This design comes from an exercise in tuning for small area and a short achievable clock period on the open sky130 flow, not from production work. The RTL was checked by simulation tests, not by an equivalence proof against the original design. Power and IR drop assume default switching activity.

--- constraint.sdc ---
create_clock -name core_clock -period 11.0 [get_ports {CLK}]
set_input_delay 2.2000 -clock core_clock [delete_from_list [all_inputs] [get_ports {CLK}]]
set_output_delay 2.2000 -clock core_clock [all_outputs]
set_load 0.01 [all_outputs]
--- config.mk ---
export PLATFORM = sky130hd
export DESIGN_NAME = darkriscv
export DESIGN_NICKNAME = darkriscv
export VERILOG_FILES = /design/flow/design.v
export SDC_FILE = /design/flow/constraint.sdc
export NUM_CORES = 4
export LEC_CHECK = 0
export CAP_MARGIN = 20
export CORE_MARGIN = 2
export CORE_UTILIZATION = 40
export SLEW_MARGIN = 20
--- design.v ---
`timescale 1ns / 1ps
module darkriscv
#(
    parameter CPTR = 0
)
(
    input             CLK,    
    input             RES,    
    input             HLT,    
    input      [31:0] IDATA,  
    output     [31:0] IADDR,  
    input      [31:0] DATAI,  
    output     [31:0] DATAO,  
    output     [31:0] DADDR,  
    output     [ 2:0] DLEN,  
    output            DRW,   
    output            DRD,   
    output            DWR,   
    output            DAS,   
    output [3:0]  DEBUG        
);
    wire [31:0] ALL0  = 0;
    wire [31:0] ALL1  = -1;
    reg XRES;
    reg        HLT2;
    reg [31:0] IDATA2;
    always@(posedge CLK)
    begin
        HLT2 <= HLT;
        if(HLT2^HLT) IDATA2 <= IDATA;    
    end
    wire[31:0] IDATAX = XRES ? 0 : HLT2 ? IDATA2 : IDATA;
    reg [31:0] XIDATA;
    reg XLUI, XAUIPC, XJAL, XJALR, XBCC, XLCC, XSCC, XMCC, XRCC, XCUS, XSYS;  
    reg [31:0] XSIMM;
    reg [31:0] XUIMM;
    always@(posedge CLK)
    begin
        XIDATA <= HLT ? XIDATA : IDATAX;
        XLUI   <= HLT ? XLUI   : IDATAX[6:0]==7'b01101_11;
        XAUIPC <= HLT ? XAUIPC : IDATAX[6:0]==7'b00101_11;
        XJAL   <= HLT ? XJAL   : IDATAX[6:0]==7'b11011_11;
        XJALR  <= HLT ? XJALR  : IDATAX[6:0]==7'b11001_11;
        XBCC   <= HLT ? XBCC   : IDATAX[6:0]==7'b11000_11;
        XLCC   <= HLT ? XLCC   : IDATAX[6:0]==7'b00000_11;
        XSCC   <= HLT ? XSCC   : IDATAX[6:0]==7'b01000_11;
        XMCC   <= HLT ? XMCC   : IDATAX[6:0]==7'b00100_11;
        XRCC   <= HLT ? XRCC   : IDATAX[6:0]==7'b01100_11;
        XCUS   <= HLT ? XRCC   : IDATAX[6:0]==7'b00010_11;
        XSYS   <= HLT ? XSYS   : IDATAX[6:0]==7'b11100_11;
        XSIMM  <= HLT ? XSIMM :
                 IDATAX[6:0]==7'b01000_11 ? { IDATAX[31] ? ALL1[31:12]:ALL0[31:12], IDATAX[31:25],IDATAX[11:7] } :  
                 IDATAX[6:0]==7'b11000_11 ? { IDATAX[31] ? ALL1[31:13]:ALL0[31:13], IDATAX[31],IDATAX[7],IDATAX[30:25],IDATAX[11:8],ALL0[0] } :  
                 IDATAX[6:0]==7'b11011_11 ? { IDATAX[31] ? ALL1[31:21]:ALL0[31:21], IDATAX[31], IDATAX[19:12], IDATAX[20], IDATAX[30:21], ALL0[0] } :  
                 IDATAX[6:0]==7'b01101_11||
                 IDATAX[6:0]==7'b00101_11 ? { IDATAX[31:12], ALL0[11:0] } :  
                                      { IDATAX[31] ? ALL1[31:12]:ALL0[31:12], IDATAX[31:20] };  
        XUIMM  <= HLT ? XUIMM :
                 IDATAX[6:0]==7'b01000_11 ? { ALL0[31:12], IDATAX[31:25],IDATAX[11:7] } :  
                 IDATAX[6:0]==7'b11000_11 ? { ALL0[31:13], IDATAX[31],IDATAX[7],IDATAX[30:25],IDATAX[11:8],ALL0[0] } :  
                 IDATAX[6:0]==7'b11011_11 ? { ALL0[31:21], IDATAX[31], IDATAX[19:12], IDATAX[20], IDATAX[30:21], ALL0[0] } :  
                 IDATAX[6:0]==7'b01101_11||
                 IDATAX[6:0]==7'b00101_11 ? { IDATAX[31:12], ALL0[11:0] } :  
                                      { ALL0[31:12], IDATAX[31:20] };  
    end
    reg [1:0] FLUSH;   
        wire [4:0] DPTR   = XIDATA[11: 7];  
        wire [4:0] S1PTR  = XIDATA[19:15];
        wire [4:0] S2PTR  = XIDATA[24:20];
    wire [6:0] OPCODE = FLUSH ? 0 : XIDATA[6:0];
    wire [2:0] FCT3   = XIDATA[14:12];
    wire [6:0] FCT7   = XIDATA[31:25];
    wire [31:0] SIMM  = XSIMM;
    wire [31:0] UIMM  = XUIMM;
    wire    LUI = FLUSH ? 0 : XLUI;    
    wire  AUIPC = FLUSH ? 0 : XAUIPC;  
    wire    JAL = FLUSH ? 0 : XJAL;    
    wire   JALR = FLUSH ? 0 : XJALR;   
    wire    BCC = FLUSH ? 0 : XBCC;  
    wire    LCC = FLUSH ? 0 : XLCC;  
    wire    SCC = FLUSH ? 0 : XSCC;  
    wire    MCC = FLUSH ? 0 : XMCC;  
    wire    RCC = FLUSH ? 0 : XRCC;  
    wire    CUS = FLUSH ? 0 : XCUS;  
    wire    SYS = FLUSH ? 0 : XSYS;  
        reg [31:0] NXPC2;        
    reg [31:0] REGS [0:32-1];	 
    reg [31:0] NXPC;         
    reg [31:0] PC;		     
    wire          [31:0] U1REG = REGS[S1PTR];
    wire          [31:0] U2REG = REGS[S2PTR];
    wire signed   [31:0] S1REG = U1REG;
    wire signed   [31:0] S2REG = U2REG;
    wire [31:0] LDATA = FCT3[1:0]==0 ? { FCT3[2]==0&&DATAI[ 7] ? ALL1[31: 8]:ALL0[31: 8] , DATAI[ 7: 0] } :
                        FCT3[1:0]==1 ? { FCT3[2]==0&&DATAI[15] ? ALL1[31:16]:ALL0[31:16] , DATAI[15: 0] } :
                                        DATAI;
    wire EBRK = SYS && FCT3==0 && XIDATA[31:20]==12'b000000000001;  
    wire signed [31:0] S2REGX = XMCC ? SIMM : S2REG;
    wire        [31:0] U2REGX = XMCC ? UIMM : U2REG;
    wire [31:0] RMDATA = FCT3==7 ? U1REG&S2REGX :
                         FCT3==6 ? U1REG|S2REGX :
                         FCT3==4 ? U1REG^S2REGX :
                         FCT3==3 ? U1REG<U2REGX :  
                         FCT3==2 ? S1REG<S2REGX :  
                         FCT3==0 ? (XRCC&&FCT7[5] ? U1REG-S2REGX : U1REG+S2REGX) :
                         FCT3==1 ? S1REG<<U2REGX[4:0] :
                         !FCT7[5] ? S1REG>>U2REGX[4:0] :
                                   $signed(S1REG>>>U2REGX[4:0]);   
    wire BMUX       = FCT3==7 && U1REG>=U2REG  ||  
                      FCT3==6 && U1REG< U2REGX ||  
                      FCT3==5 && S1REG>=S2REG  ||  
                      FCT3==4 && S1REG< S2REGX ||  
                      FCT3==1 && U1REG!=U2REGX ||  
                      FCT3==0 && U1REG==U2REGX;  
    wire [31:0] PCSIMM = PC+SIMM;
    wire        JREQ = JAL||JALR||(BCC && BMUX);
    wire [31:0] JVAL = JALR ? DADDR : PCSIMM;  
    always@(posedge CLK)
    begin
        XRES <= RES;
	    FLUSH <= XRES ? 2 : HLT ? FLUSH :         
	                       FLUSH ? FLUSH-1 :
	                       JREQ ? 2 : 0;   
        REGS[DPTR] <=   XRES||DPTR[4:0]==0 ? 0  :         
                       HLT ? REGS[DPTR] :         
                       LCC ? LDATA :
                     AUIPC ? PCSIMM :
                      JAL||
                      JALR ? NXPC :
                       LUI ? SIMM :
                  MCC||RCC ? RMDATA:
                             REGS[DPTR];
        NXPC <=   HLT ? NXPC : NXPC2;
	    NXPC2 <=  XRES ? 32'd0 : HLT ? NXPC2 :    
	                 JREQ ? JVAL :                     
	                        NXPC2+4;                    
        PC   <=   HLT ? PC : NXPC;  
    end
    assign DATAO = U2REG;
    assign DADDR = U1REG + SIMM;
    assign DRW      = !SCC;
    assign DLEN[0] = (SCC||LCC)&&FCT3[1:0]==0;  
    assign DLEN[1] = (SCC||LCC)&&FCT3[1:0]==1;  
    assign DLEN[2] = (SCC||LCC)&&FCT3[1:0]==2;  
    assign DWR     = SCC;
    assign DRD     = LCC;
    assign DAS     = SCC||LCC;
        assign IADDR = NXPC2;
    assign DEBUG = { XRES, |FLUSH, SCC, LCC };
endmodule
--- run.sh ---
#!/bin/bash
# synth_recipe.tcl (not shown) runs the flow's synth.tcl, then flattens the netlist and writes it again
# the make line also repeats each setting of config.mk as NAME=value (left out here)
make -C /OpenROAD-flow-scripts/flow DESIGN_CONFIG=/design/flow/config.mk WORK_HOME=/design/flow/orfs CLKGATE_MAP_FILE= SYNTH_SCRIPT=/design/flow/synth_recipe.tcl finish
==> impl_results.md <==
* Post-CTS Hold Buffers at 0
* First-pass GRT wire length at 413000 um
* First-pass detailed-route iteration total at 7
* DRC viols at 0
* Clock Path Buffers at 3
* Share of layout cells above drive strength 1 at 0.201
* Syn nets at 5652
* Min-Delay Startpoint: XIDATA[24]
* Number of enable flip-flop cells after synthesis at 1200
* Top Family by Delay on Critical Path: compound AO/OA/AOI/OAI gates
* Tmin final at 10610 ps
* I/O Pins at 174
* CP Capture Type: output port
* Detailed-placement wirelength estimate at 200000 um
* Post-CTS Setup Bufs at 0
* Clk pin slew, worst setup/hold paths at 60 ps
* Placer Congestion at 1.05
* Max Slew Vio Count at 0
* Required time worst endpoint at 8800 ps
* Inst Count DP at 7764
* Post-layout util at 0.457
* Rel. slew slack at 0.179
* Clock Skew at 54.3 ps
* Syn Area/Cell at 13.4 um2
* Synth cell types at 123
* DP Worst Slack at 1470 ps
* CP most frequent cell: a31oi_1
* Mapped cell area at 0.0722 mm2
* Crit path arrival time at 8410 ps
* Met1 GRT Util at 0.413
* Largest net degree at the start of global routing at 102
* Nets@finish at 5824
* Die area at 0.184 mm2
* Die Ht at 429 um
* CORE AREA at 0.179 mm2
* Setup violations, final at 0
* Post-synth ARST share at 0
* Worst setup path class: flop to output port
* Die Wd at 429 um
* CP max stage cell: dfxtp_4
* Clock latency on the worst-skew pair at 850 ps
* Maximum clock rate at 94.3 MHz
* Hold Crit Depth at 2
* Finished Cell Area at 0.0818 mm2
* Initial antenna violation count at 17
* Via count at 54093
* Final WS setup at 392 ps
* Via-per-instance ratio at 6.74
* Fin cells at 8025
* Post-synth top flop: edfxtp_1
* Worst path buffer plus inverter count at 3
* HP Class: flop to flop
* Outcome: finished clean
* Cts bufs inserted at 139
* FF-to-FF path depth at 23
* Fin Hold WS at 463 ps
* Yosys synthesis warning count at 1
* CTS tree: done
* Startpoint types: flop
* Gr usage total at 0.318
* # resized after CTS at 0
* Rows at 155
* Worst VDD drop at 188 uV
* Clock sink total at 1246
* Flop-to-flop setup slack at 2080 ps
* Period utilization at 0.964
* Worst r2r dst: REGS[31][27]
* Number of max-cap violations at 0
* Critical Path Fanout Max at 53
* Vias in the first global route at 51981
* #FFs+latches synth at 1246
* Post-synthesis sequential area ratio at 0.512
* Power density over the cells at 182 mW/mm2
* Grt met2 use at 0.495
* Crit path largest cell delay at 990 ps
* Design Power at 14.9 mW
* Detailed router's first-iteration violation count at 7668
* Lkg Pwr at 28.0 nW
* Busiest grt layer: met2
* H-tree depth at 4
* Wire length per cell at 37.2 um
* Met3 Use GR at 0.0743
* Cell chain of the critical path: buf_4, mux4_2, mux2i_1, o221ai_2, ha_1, a211o_1, a2111oi_0, o32ai_1, buf_4, o211ai_1, a31oi_1, a31oi_1, o21ba_2, o22ai_1, or4_1, a31oi_1, xnor2_1, clkdlybuf4s50_1
* Port bufs at 173
* Dpl cell area at 0.0772 mm2
* Final Hold Fails at 0
* RSZ-0062 raised after global routing: false
* Area growth, synth to finish at 13.2%
* Cells after Synth at 5378
* Setup TNS at 0 ps
* Starting Density at 0.404
* Post-route antenna net violation count at 0
* Worst-Margin Slew at 1220 ps
* Post-Route WL at 298000 um
* Root Buffer: clkbuf_16
* Grt ovf at 0
[placed cells by master, fill, tap and decap left out, types with 51 or more instances in the layout]
cell type and n:
edfxtp_1 1200, mux4_2 472, mux2i_1 373, nor2_1 344, nand2_1 301, a21oi_1 263, o21ai_0 238, buf_4 213
ha_1 203, inv_1 179, clkdlybuf4s50_1 172, clkbuf_16 141, a22oi_1 94, nand3_1 83, nor3_1 80, a211oi_1 64
mux2_2 61, xnor2_1 51
[sequential cells by signal (all words and copies together) (netlist names), named ones only]
register,count
XJAL,1
XLUI,1
XRCC,1
XIDATA,19
XMCC,1
IDATA2,32
NXPC,32
XUIMM,20
XRES,1
FLUSH,2
PC,32
XJALR,1
REGS,1024
NXPC2,32
XSIMM,32
XSCC,1
XBCC,1
XLCC,1
XAUIPC,1
HLT2,1
[cell families after synthesis]
kind of cell | after synthesis | share of synthesized area
AO/OA/AOI/OAI | 1241 | 0.118
XOR/XNOR | 74 | 0.00897
adder cells (fa/ha/maj) | 209 | 0.0365
buffers and inverters | 556 | 0.0371
flip-flops | 1246 | 0.512
multiplexers | 928 | 0.215
AND/OR/NAND/NOR | 1124 | 0.0731
[layer usage]
| metal | share of wire | vias up | wire length (um) |
|---|---|---|---|
| li1 | - | 21916 | - |
| met1 | 0.38 | 27754 | 113000 |
| met2 | 0.45 | 3640 | 135000 |
| met3 | 0.11 | 773 | 31800 |
| met4 | 0.062 | 10 | 18400 |
| met5 | 0.00031 | - | 92 |
[tightest hold or removal path: stages, from the launching register on]
cell and delay, ps:
edfxtp_1 320, nand2_1 40, o21ai_0 60
[synth_stat cells (all sizes together), types with 19 or more instances]
master / instances / area (um2)
edfxtp: 1200 / 36000
mux4: 486 / 11000
nor2: 379 / 1430
mux2i: 378 / 3800
nand2: 302 / 1140
a21oi: 267 / 1350
o21ai: 263 / 1330
ha: 203 / 2540
clkbuf: 193 / 728
inv: 191 / 717
buf: 166 / 1200
a22oi: 94 / 706
nor3: 86 / 440
nand3: 83 / 415
a211oi: 69 / 543
mux2: 64 / 721
a31oi: 53 / 353
xnor2: 51 / 447
o211ai: 50 / 385
nand2b: 49 / 307
a21o: 46 / 345
dfxtp: 46 / 921
o22ai: 46 / 288
nor2b: 36 / 225
o21a: 35 / 264
a221oi: 30 / 288
o221ai: 29 / 254
a2111oi: 27 / 308
nand4: 26 / 163
o31ai: 25 / 188
and2: 23 / 144
nor4: 23 / 169
xor2: 23 / 201
and3: 22 / 138
a221o: 19 / 190
a22o: 19 / 166
or2: 19 / 119
[power by group]
| group | switching (mW) | internal (mW) |
|---|---|---|
| clock | 2.03 | 2.61 |
| combinational | 3.04 | 1.60 |
| sequential | 0.135 | 5.49 |
| total | 5.20 | 9.70 |
[how the worst max path moves through the flow]
stage	startpoint	end	cells after the start
finish	flop	DADDR[31]	18
floorplan	flop	DADDR[31]	19
detailed placement	flop	DADDR[30]	22
CTS	flop	DADDR[31]	18
global route	flop	DADDR[30]	22
global placement	flop	DADDR[31]	18
[final cells by class]
type	instances	area (um2)
diodes	5	12.5
clock buffers	172	3640
clock inverters	84	866
fillers	15850	97200
inverters	195	738
multi-input cells	3576	33100
flip-flops and latches	1246	37000
well taps	2355	2950
repair buffers	392	3450

separate check: timing with driven ports:
No port has a modelled driver above. Below, the same layout with a new extraction and two added sets of constraints.
Step 1 sets driving cells, clkbuf_16 on the clock port and buf_2 on the other inputs (assumed; they add their load-dependent delay and slew).
Step 2 adds t to the input delays and takes it off the output delays; t is the mean of the earliest and latest rising clock arrival at the registers after step 1. Input paths then give back, and output paths get back, about the clock's delay inside the block.
a / b / c = ideal / step 1 / step 2; a / b = the first two.
shift t [ns]: 0.900
setup slack, ns: 0.392 / 0.314 / 1.214
worst setup path after step 2: register to output
worst register clock-pin slew, ns: 0.07 / 0.07
After both steps this run still meets setup and hold. For this run, drivers alone change the setup slack by -0.078 ns; drivers and shift together by +0.822 ns.
